What follows belongs to an exercise in optimizing a design on an open flow for small area, a short achievable clock period and few clock cycles; a production flow would make more cautious choices.
Where RTL was checked, it was by simulation tests only, not by an equivalence proof against the original.
Power figures rest on the tool's default switching activity, not on a simulated workload.

## job 7799
Design SD, start of the top module:
module SD(
    clk,
    rst_n,
    in_valid,
    in,
    out_valid,
    out
    );
For scale: roughly 1400 cells after synthesis, about 0.017 mm2 of cells after synthesis.
export LEC_CHECK = 0
export ABC_CLOCK_PERIOD_IN_PS = 3000
export CAP_MARGIN = 20
export CORE_MARGIN = 2
export CORE_UTILIZATION = 70
export CTS_BUF_LIST = sky130_fd_sc_hd__clkbuf_16
export CTS_CLUSTER_DIAMETER = 100
export CTS_CLUSTER_SIZE = 24
export SLEW_MARGIN = 20
create_clock -name core_clock -period 8.5 [get_ports {clk}]
standard.sh (not shown) runs the stock make flow with config.mk's settings and CLKGATE_MAP_FILE= SYNTH_SCRIPT=/design/flow/synth_recipe.tcl, a recipe that flattens the netlist after the stock synthesis.
==> flow/flow/run.sh <==
#!/bin/bash
# The standard layout, with two changes to how it is made:
#  - port buffers are buf_2 cells (buffer_ports would otherwise pick a delay cell)
#  - timing repair aims past the target period (the clock period is unchanged)
set -euo pipefail
MARGIN=$(cat flow/margin.txt)
bash standard.sh finish \
  "BUFFER_PORTS_ARGS=-buffer_cell sky130_fd_sc_hd__buf_2" \
  "SETUP_SLACK_MARGIN=${MARGIN}" > standard.log 2>&1
==> flow/flow/margin.txt <==
5.5
Job 7799 ended with every stage complete and zero timing, DRC or antenna violations.
Testbench counts of job 7799, summed over its fixed seeds: cycles 28,838.
The inputs of job 1651 differ from those of job 7799 as listed below.
- CTS_BUF_LIST no longer set, was sky130_fd_sc_hd__clkbuf_16
- CORE_UTILIZATION now 60, was 70
- CTS_CLUSTER_SIZE no longer set, was 24
- CTS_CLUSTER_DIAMETER no longer set, was 100
==> comparison <==
Job 1651 | status: complete | timing, DRC, antenna: pass
Every stage of the flow completed for job 7799, and the final layout passed the timing, design-rule and antenna checks.
From job 7799 to job 1651 the numbers moved as follows: floorplan die height climbed about 8%, count of cells along the worst register-to-register path went up 2, routed wire length now larger, share of the cycle needed by the critical path after routing shows a reduction of 0.84 points.
Input-level comparison between job 5440 and job 1651:
- CTS_CLUSTER_DIAMETER: unset -> 100
- CTS_CLUSTER_SIZE: unset -> 24
- CTS_BUF_LIST: unset -> sky130_fd_sc_hd__clkbuf_16
==> flow/flow/margin.txt <==
5.7
==> run notes <==
- Compared with job 1651, job 5440 shows critical path depth higher by 2.
- The met1 track demand over resource in global routing of job 5440 exceeds that of job 1651 by 3.4 points.
- Switching share of total power (job 5440 over job 1651): increase, 1.6 points
- Cmp job 5440 vs job 1651: combinational share of power higher in job 5440
- Summary of job 5440 over job 1651: maximum clock frequency moved up; design area saw little to no change; final critical-path setup slack +40 ps; total power of the final layout shrank by 710 uW.

* * *

exp/maple:
The RTL this note starts from:
==> flow/design.v <==
module SD(
    clk,
    rst_n,
    in_valid,
    in,
    out_valid,
    out
    );
input            clk, rst_n, in_valid;
input      [3:0] in;
output reg       out_valid;
output reg [3:0] out;
localparam P_IN  = 2'd0;     
localparam P_SLV = 2'd1;     
localparam P_OUT = 2'd2;     
reg  [1:0] phase;
wire       ph_in  = (phase == P_IN);
wire       ph_out = (phase == P_OUT);
reg [1:0] xo, xs, yo, ys;
wire last_x   = (xo == 2'd2) & (xs == 2'd2);
wire last_y   = (yo == 2'd2) & (ys == 2'd2);
wire first_x  = (xo == 2'd0) & (xs == 2'd0);
wire first_y  = (yo == 2'd0) & (ys == 2'd0);
wire last_in  = in_valid & last_x & last_y;      
wire is_blank = in_valid & (in == 4'd0);
wire [8:0] din;
genvar g;
generate
    for (g = 0; g < 9; g = g + 1) begin : g_din
        assign din[g] = (in == g + 1);
    end
endgenerate
reg [8:0] colr [0:8];
wire [8:0] col_old = first_y ? 9'd0 : colr[8];
integer i;
always @(posedge clk) begin
    colr[0] <= col_old | din;
    for (i = 1; i < 9; i = i + 1)
        colr[i] <= colr[i-1];
end
reg [8:0] boxm [0:2];
wire box_new = (yo == 2'd0) & (xo == 2'd0);
generate
    for (g = 0; g < 3; g = g + 1) begin : g_box
        always @(posedge clk)
            if (xs == g)
                boxm[g] <= (box_new ? 9'd0 : boxm[g]) | din;
    end
endgenerate
wire [8:0] box_old = box_new ? 9'd0 : boxm[xs];
reg [8:0] rowm;
wire [8:0] row_old = first_x ? 9'd0 : rowm;
always @(posedge clk)
    rowm <= row_old | din;
reg  [8:0] ex;               
wire [8:0] slot = {ex[7:0], 1'b1} & ~ex;
reg [8:0] cand  [0:8];       
reg [1:0] bxs   [0:8];       
reg [1:0] bxo   [0:8];
reg [8:0] inrow;             
reg [8:0] inband;            
wire [8:0] related;          
wire [8:0] new_cand = ~(col_old | box_old | row_old);
generate
    for (g = 0; g < 9; g = g + 1) begin : g_blank
        wire same_stack = (bxs[g] == xs);
        assign related[g] = inrow[g] | (inband[g] & same_stack) | (same_stack & (bxo[g] == xo));
        always @(posedge clk) begin
            if (slot[g]) begin
                cand[g]   <= new_cand;
                bxs[g]    <= xs;
                bxo[g]    <= xo;
                inrow[g]  <= ~last_x;
                inband[g] <= ~(last_x & (yo == 2'd2));
            end
            else begin
                if (related[g] & ph_in)
                    cand[g] <= cand[g] & ~din;
                if (last_x)
                    inrow[g] <= 1'b0;
                if (last_x & (yo == 2'd2))
                    inband[g] <= 1'b0;
            end
        end
    end
endgenerate
reg [35:0] relt;
generate
    for (g = 1; g < 9; g = g + 1) begin : g_rel
        always @(posedge clk)
            if (slot[g]) relt[g*(g-1)/2 +: g] <= related[g-1:0];
    end
endgenerate
reg  [8:0] val [0:8];        
reg  [9:0] cur;              
reg        retry;            
reg        fail_r;           
reg  [8:0] jmp_r;            
wire [8:0] below;
assign below[0] = |cur[9:1];
generate
    for (g = 1; g < 9; g = g + 1) begin : g_below
        assign below[g] = below[g-1] & ~cur[g];
    end
endgenerate
wire [8:0] viol;
wire [8:0] jmp;
generate
    for (g = 0; g < 9; g = g + 1) begin : g_viol
        assign viol[g] = below[g] & ~|(val[g] & cand[g]);
        if (g == 0) begin : g0
            assign jmp[g] = viol[g];
        end else begin : gn
            assign jmp[g] = viol[g] & ~|viol[g-1:0];
        end
    end
endgenerate
wire any_viol = |viol;
wire [8:0] jmp_now = jmp_r & (below | cur[8:0]);
wire       do_jmp  = |jmp_now;
reg  [8:0] cand_c;
reg  [8:0] rel_c;
reg  [8:0] val_c;
always @(*) begin
    cand_c = 9'd0;
    rel_c  = 9'd0;
    val_c  = (cur[9] ? val[0] : 9'd0);
    for (i = 0; i < 9; i = i + 1) begin
        cand_c = cand_c | ({9{cur[i]}} & cand[i]);
        val_c  = val_c  | ({9{cur[i]}} & val[i]);
    end
    for (i = 1; i < 9; i = i + 1)
        rel_c  = rel_c  | ({9{cur[i]}} & ({9'd0, relt} >> (i*(i-1)/2)) & ((9'd1 << i) - 9'd1));
end
reg [8:0] used;
always @(*) begin
    used = 9'd0;
    for (i = 0; i < 8; i = i + 1)
        used = used | ({9{rel_c[i]}} & val[i]);
end
wire [8:0] above;
assign above[0] = ~retry;
generate
    for (g = 1; g < 9; g = g + 1) begin : g_above
        assign above[g] = ~retry | (|val_c[g-1:0]);
    end
endgenerate
wire [8:0] avail = cand_c & ~used & above;
wire [8:0] pick;              
assign pick[0] = avail[0];
generate
    for (g = 1; g < 9; g = g + 1) begin : g_pick
        assign pick[g] = avail[g] & ~|avail[g-1:0];
    end
endgenerate
wire found = |avail;
wire can_step = |(cur[8:0] & ex);
wire stepped  = ~ph_out & ~do_jmp & ~fail_r & can_step;
wire done = (phase == P_SLV) & cur[9] & ~fail_r & ~any_viol;
always @(posedge clk or negedge rst_n) begin
    if (!rst_n) begin
        cur    <= 10'd1;
        retry  <= 1'b0;
        fail_r <= 1'b0;
        jmp_r  <= 9'd0;
    end
    else begin
        fail_r <= stepped & ~found;
        jmp_r  <= ph_out ? 9'd0 : jmp;
        if (ph_out) begin
            cur   <= cur[9] ? 10'd1 : {cur[8:0], 1'b0};
            retry <= 1'b0;
        end
        else if (done) begin
            cur   <= 10'd2;
            retry <= 1'b0;
        end
        else if (do_jmp) begin
            cur   <= {1'b0, jmp_now};
            retry <= 1'b1;
        end
        else if (fail_r) begin
            cur   <= {2'b0, cur[9:2]};
            retry <= 1'b1;
        end
        else if (can_step) begin
            cur   <= {cur[8:0], 1'b0};
            retry <= 1'b0;
        end
    end
end
generate
    for (g = 0; g < 9; g = g + 1) begin : g_val
        always @(posedge clk)
            if (cur[g] & stepped)
                val[g] <= pick;
    end
endgenerate
always @(posedge clk or negedge rst_n)
    if (!rst_n) ex <= 9'd0;
    else if (done) ex <= 9'd0;
    else if (is_blank) ex <= ex | slot;
always @(posedge clk or negedge rst_n) begin
    if (!rst_n)
        phase <= P_IN;
    else case (phase)
        P_IN:    if (last_in) phase <= P_SLV;
        P_SLV:   if (done) phase <= P_OUT;
        default: if (cur[9]) phase <= P_IN;
    endcase
end
always @(posedge clk or negedge rst_n) begin
    if (!rst_n) begin
        xo <= 2'd0; xs <= 2'd0; yo <= 2'd0; ys <= 2'd0;
    end
    else if (in_valid) begin
        xo <= (xo == 2'd2) ? 2'd0 : xo + 2'd1;
        if (xo == 2'd2) begin
            xs <= (xs == 2'd2) ? 2'd0 : xs + 2'd1;
            if (xs == 2'd2) begin
                yo <= (yo == 2'd2) ? 2'd0 : yo + 2'd1;
                if (yo == 2'd2)
                    ys <= (ys == 2'd2) ? 2'd0 : ys + 2'd1;
            end
        end
    end
end
wire emit = done | (ph_out & ~cur[9]);
always @(posedge clk or negedge rst_n) begin
    if (!rst_n) begin
        out_valid <= 1'b0;
        out       <= 4'd0;
    end
    else begin
        out_valid <= emit;
        out       <= emit ? {val_c[7] | val_c[8],
                             val_c[3] | val_c[4] | val_c[5] | val_c[6],
                             val_c[1] | val_c[2] | val_c[5] | val_c[6],
                             val_c[0] | val_c[2] | val_c[4] | val_c[6] | val_c[8]} : 4'd0;
    end
end
endmodule
==> flow/config.mk <==
export PLATFORM = sky130hd
export DESIGN_NAME = SD
export DESIGN_NICKNAME = SD
export VERILOG_FILES = /design/flow/design.v
export SDC_FILE = /design/flow/constraint.sdc
export NUM_CORES = 4
export LEC_CHECK = 0
export ABC_AREA = 1
export CAP_MARGIN = 20
export CORE_MARGIN = 2
export CORE_UTILIZATION = 70
export SLEW_MARGIN = 20
export TNS_END_PERCENT = 10
==> flow/constraint.sdc <==
create_clock -name core_clock -period 8.5 [get_ports {clk}]
set_input_delay 1.7000 -clock core_clock [delete_from_list [all_inputs] [get_ports {clk}]]
set_output_delay 1.7000 -clock core_clock [all_outputs]
set_load 0.01 [all_outputs]
==> flow/flow/margin.txt <==
6.0
Scripts as last shown in full above: flow/flow/run.sh
Per the final summary, exp/maple finished and its layout is clean on timing, DRC and antenna.
Testbench counts of exp/maple, summed over its fixed seeds: cycles 28,838.
> inputs changed (exp/maple -> exp/lagoon)
Settings: CTS_CLUSTER_SIZE now 20, previously not set; CTS_CLUSTER_DIAMETER now 80, previously not set; ABC_AREA no longer set, was 1; ABC_CLOCK_PERIOD_IN_PS now 3000, previously not set; CTS_BUF_LIST now sky130_fd_sc_hd__clkbuf_8 sky130_fd_sc_hd__clkbuf_16, previously not set; CORE_UTILIZATION now 60, was 70; TNS_END_PERCENT no longer set, was 10.
==> flow/flow/margin.txt <==
5.5
## What came out
The run showing the greater sequential share of power is exp/lagoon. exp/lagoon reports a lower CTS H-tree depth than exp/maple does. On exp/lagoon: relative contribution of combinational cells to total power is 0.5 points lower than what exp/maple gave. Diff exp/maple -> exp/lagoon: number of violations reported at the end of detailed-routing iteration 0 down 30%, maximum achievable frequency went down, design area went down 9.9%, parity-gate share of the synthesized area counting xor and xnor cells essentially unchanged. Summary: with exp/maple as the reference, total power in exp/lagoon moved down by more than 10%.
--- input diff exp/lagoon..exp/zinc ---
Settings: a deleted CTS_CLUSTER_SIZE that had been 20; a deleted CTS_CLUSTER_DIAMETER that had been 80; a change of CTS_BUF_LIST from sky130_fd_sc_hd__clkbuf_8 sky130_fd_sc_hd__clkbuf_16 to sky130_fd_sc_hd__clkbuf_4 sky130_fd_sc_hd__clkbuf_8.
## What came out
exp/zinc vs. exp/lagoon: final cell count without fillers increased about 4.4%; total chip power picked up an extra 13%; power share of the combinational group saw a decrease; wire length climbed 1.5%; initial antenna violation count increased 1. Measured against each other, exp/lagoon and exp/zinc differ in post-route worst setup slack, the higher figure coming from exp/zinc.
Here is what was changed in the inputs of exp/fjord compared with exp/zinc.
Settings: CTS_CLUSTER_DIAMETER now 100, previously not set; CTS_BUF_LIST now sky130_fd_sc_hd__clkbuf_16, was sky130_fd_sc_hd__clkbuf_4 sky130_fd_sc_hd__clkbuf_8; CTS_CLUSTER_SIZE now 24, previously not set.
--- outcome ---
- Compared with exp/zinc, in exp/fjord hold slack has decreased; maximum vdd ir drop went down about 0.5%; period utilization neither gained nor lost much; final worst slack shows no meaningful change.
- exp/fjord ends up with a total power that is about 14% lower than in exp/zinc.
- Growth of design area from synthesis to finish on exp/fjord is down relative to exp/zinc.
- For register-to-register slack, exp/fjord and exp/zinc come out practically identical.
- Looking only at share of final-layout standard cells stronger than drive strength 1, and setting everything else aside, the higher value of exp/zinc and exp/fjord goes to exp/zinc.
- In exp/fjord, share of total power in combinational logic is higher than in exp/zinc.

* * *

job 101:
Another version of the RTL of SD (not shown whole).
Size: roughly 1400 cells after synthesis, roughly 12 I/O pins, roughly 0.017 mm^2 of cells after synthesis.
==> flow/design.v (excerpt) <==
module SD(
    clk,
    rst_n,
    in_valid,
    in,
    out_valid,
    out
    );
input            clk, rst_n, in_valid;
input      [3:0] in;
output reg       out_valid;
output reg [3:0] out;
localparam P_IN  = 2'd0;     
localparam P_SLV = 2'd1;     
localparam P_OUT = 2'd2;     
reg  [1:0] phase;
wire       ph_in  = (phase == P_IN);
wire       ph_out = (phase == P_OUT);
reg [1:0] xo, xs, yo, ys;
wire last_x   = (xo == 2'd2) & (xs == 2'd2);
wire last_y   = (yo == 2'd2) & (ys == 2'd2);
wire first_x  = (xo == 2'd0) & (xs == 2'd0);
wire first_y  = (yo == 2'd0) & (ys == 2'd0);
wire last_in  = in_valid & last_x & last_y;      
wire is_blank = in_valid & (in == 4'd0);
wire [8:0] din;
genvar g;
generate
    for (g = 0; g < 9; g = g + 1) begin : g_din
        assign din[g] = (in == g + 1);
    end
endgenerate
reg [8:0] colr [0:8];
wire [8:0] col_old = first_y ? 9'd0 : colr[8];
integer i;
always @(posedge clk) begin
    colr[0] <= col_old | din;
    for (i = 1; i < 9; i = i + 1)
        colr[i] <= colr[i-1];
end
reg [8:0] boxm [0:2];
wire box_new = (yo == 2'd0) & (xo == 2'd0);
generate
    for (g = 0; g < 3; g = g + 1) begin : g_box
        always @(posedge clk)
            if (xs == g)
                boxm[g] <= (box_new ? 9'd0 : boxm[g]) | din;
    end
endgenerate
wire [8:0] box_old = box_new ? 9'd0 : boxm[xs];
reg [8:0] rowm;
wire [8:0] row_old = first_x ? 9'd0 : rowm;
always @(posedge clk)
    rowm <= row_old | din;
reg  [8:0] ex;               
wire [8:0] slot = {ex[7:0], 1'b1} & ~ex;
reg [8:0] cand  [0:8];       
reg [1:0] bxs   [0:8];       
reg [1:0] bxo   [0:8];
reg [8:0] inrow;             
reg [8:0] inband;            
wire [8:0] related;          
wire [8:0] new_cand = ~(col_old | box_old | row_old);
generate
    for (g = 0; g < 9; g = g + 1) begin : g_blank
        wire same_stack = (bxs[g] == xs);
  ...
export LEC_CHECK = 0
export ABC_CLOCK_PERIOD_IN_PS = 3000
export CAP_MARGIN = 20
export CORE_MARGIN = 2
export CORE_UTILIZATION = 60
export CTS_BUF_LIST = sky130_fd_sc_hd__clkbuf_16
export CTS_CLUSTER_DIAMETER = 100
export CTS_CLUSTER_SIZE = 24
export SLEW_MARGIN = 20
create_clock -name core_clock -period 8.5 [get_ports {clk}]
==> flow/flow/margin.txt <==
5.7
Scripts as last shown in full above: flow/flow/run.sh
Job 101: flow completed, timing, DRC and antenna clean
For job 102, these inputs were changed with respect to job 101:
==> flow/flow/margin.txt <==
5.5
==> comparison <==
- Job 101 -> job 102: placed instance count flat
- Reported for job 102 and job 101, layout clock buffer count turned out identical to the last digit.
- As far as number of instances in the synthesized netlist goes, job 102 and job 101 are indistinguishable; the numbers are identical.
- When the final numbers for job 102 and job 101 were put side by side, the fraction of area in registers turned out to be greater in job 102.
- Between job 102 and job 101, the final clock period utilization by the worst path is lower for job 101.
- Per the comparison of job 102 with job 101, sequential cell fraction of total power now larger; post-route worst setup slack decreased by 0.17 ns relative to the old numbers; share of layout cells above drive strength 1 dropped 2.6 points.
- From job 101 to job 102 the numbers moved as follows: post-detailed-routing wire length now sits lower; actual transition at the worst max-transition pin fell 0.020 ns.
No functional check of the RTL was part of any run of this note.

separate check: timing with driven ports:
Ports are ideal in the flow. The routed layouts listed here were re-timed in OpenROAD. Step 1 sets driving cells, clkbuf_16 on the clock port and buf_2 on the other inputs (assumed; they add their load-dependent delay and slew). Step 2 times the ports against the registers' clock, not the clock port: input delays grow and output delays shrink by t, the midpoint of the rising clock arrivals with the driver on. a / b / c = no drivers / after step 1 / after step 2; a / b = the first two.
run | shift t [ns] | setup slack, ns | slew at the worst register clock pin (ns) | worst data-port slew with drivers (ns) | pins driven straight from the clock port
job 7799 | 0.596 | 5.474 / 5.474 / 5.027 | 0.11 / 0.11 | 0.03 | 1
job 1651 | 0.605 | 5.545 / 5.545 / 5.128 | 0.07 / 0.07 | 0.03 | 1
job 5440 | 0.601 | 5.585 / 5.585 / 5.277 | 0.11 / 0.11 | 0.03 | 1
exp/maple | 0.601 | 5.596 / 5.596 / 5.289 | 0.08 / 0.08 | 0.04 | 1
exp/lagoon | 0.611 | 5.513 / 5.513 / 5.134 | 0.09 / 0.09 | 0.03 | 1
exp/zinc | 0.649 | 5.541 / 5.541 / 5.112 | 0.07 / 0.07 | 0.03 | 1
exp/fjord | 0.591 | 5.541 / 5.541 / 5.151 | 0.11 / 0.11 | 0.03 | 1
job 101 | 0.594 | 5.679 / 5.679 / 5.217 | 0.10 / 0.10 | 0.03 | 1
job 102 | 0.594 | 5.509 / 5.510 / 5.102 | 0.10 / 0.10 | 0.05 | 1
After both steps setup and hold are still met in every run listed. The setup slack of job 101, which loses most, moves by 0.000 ns with the drivers and by -0.462 ns with both steps.
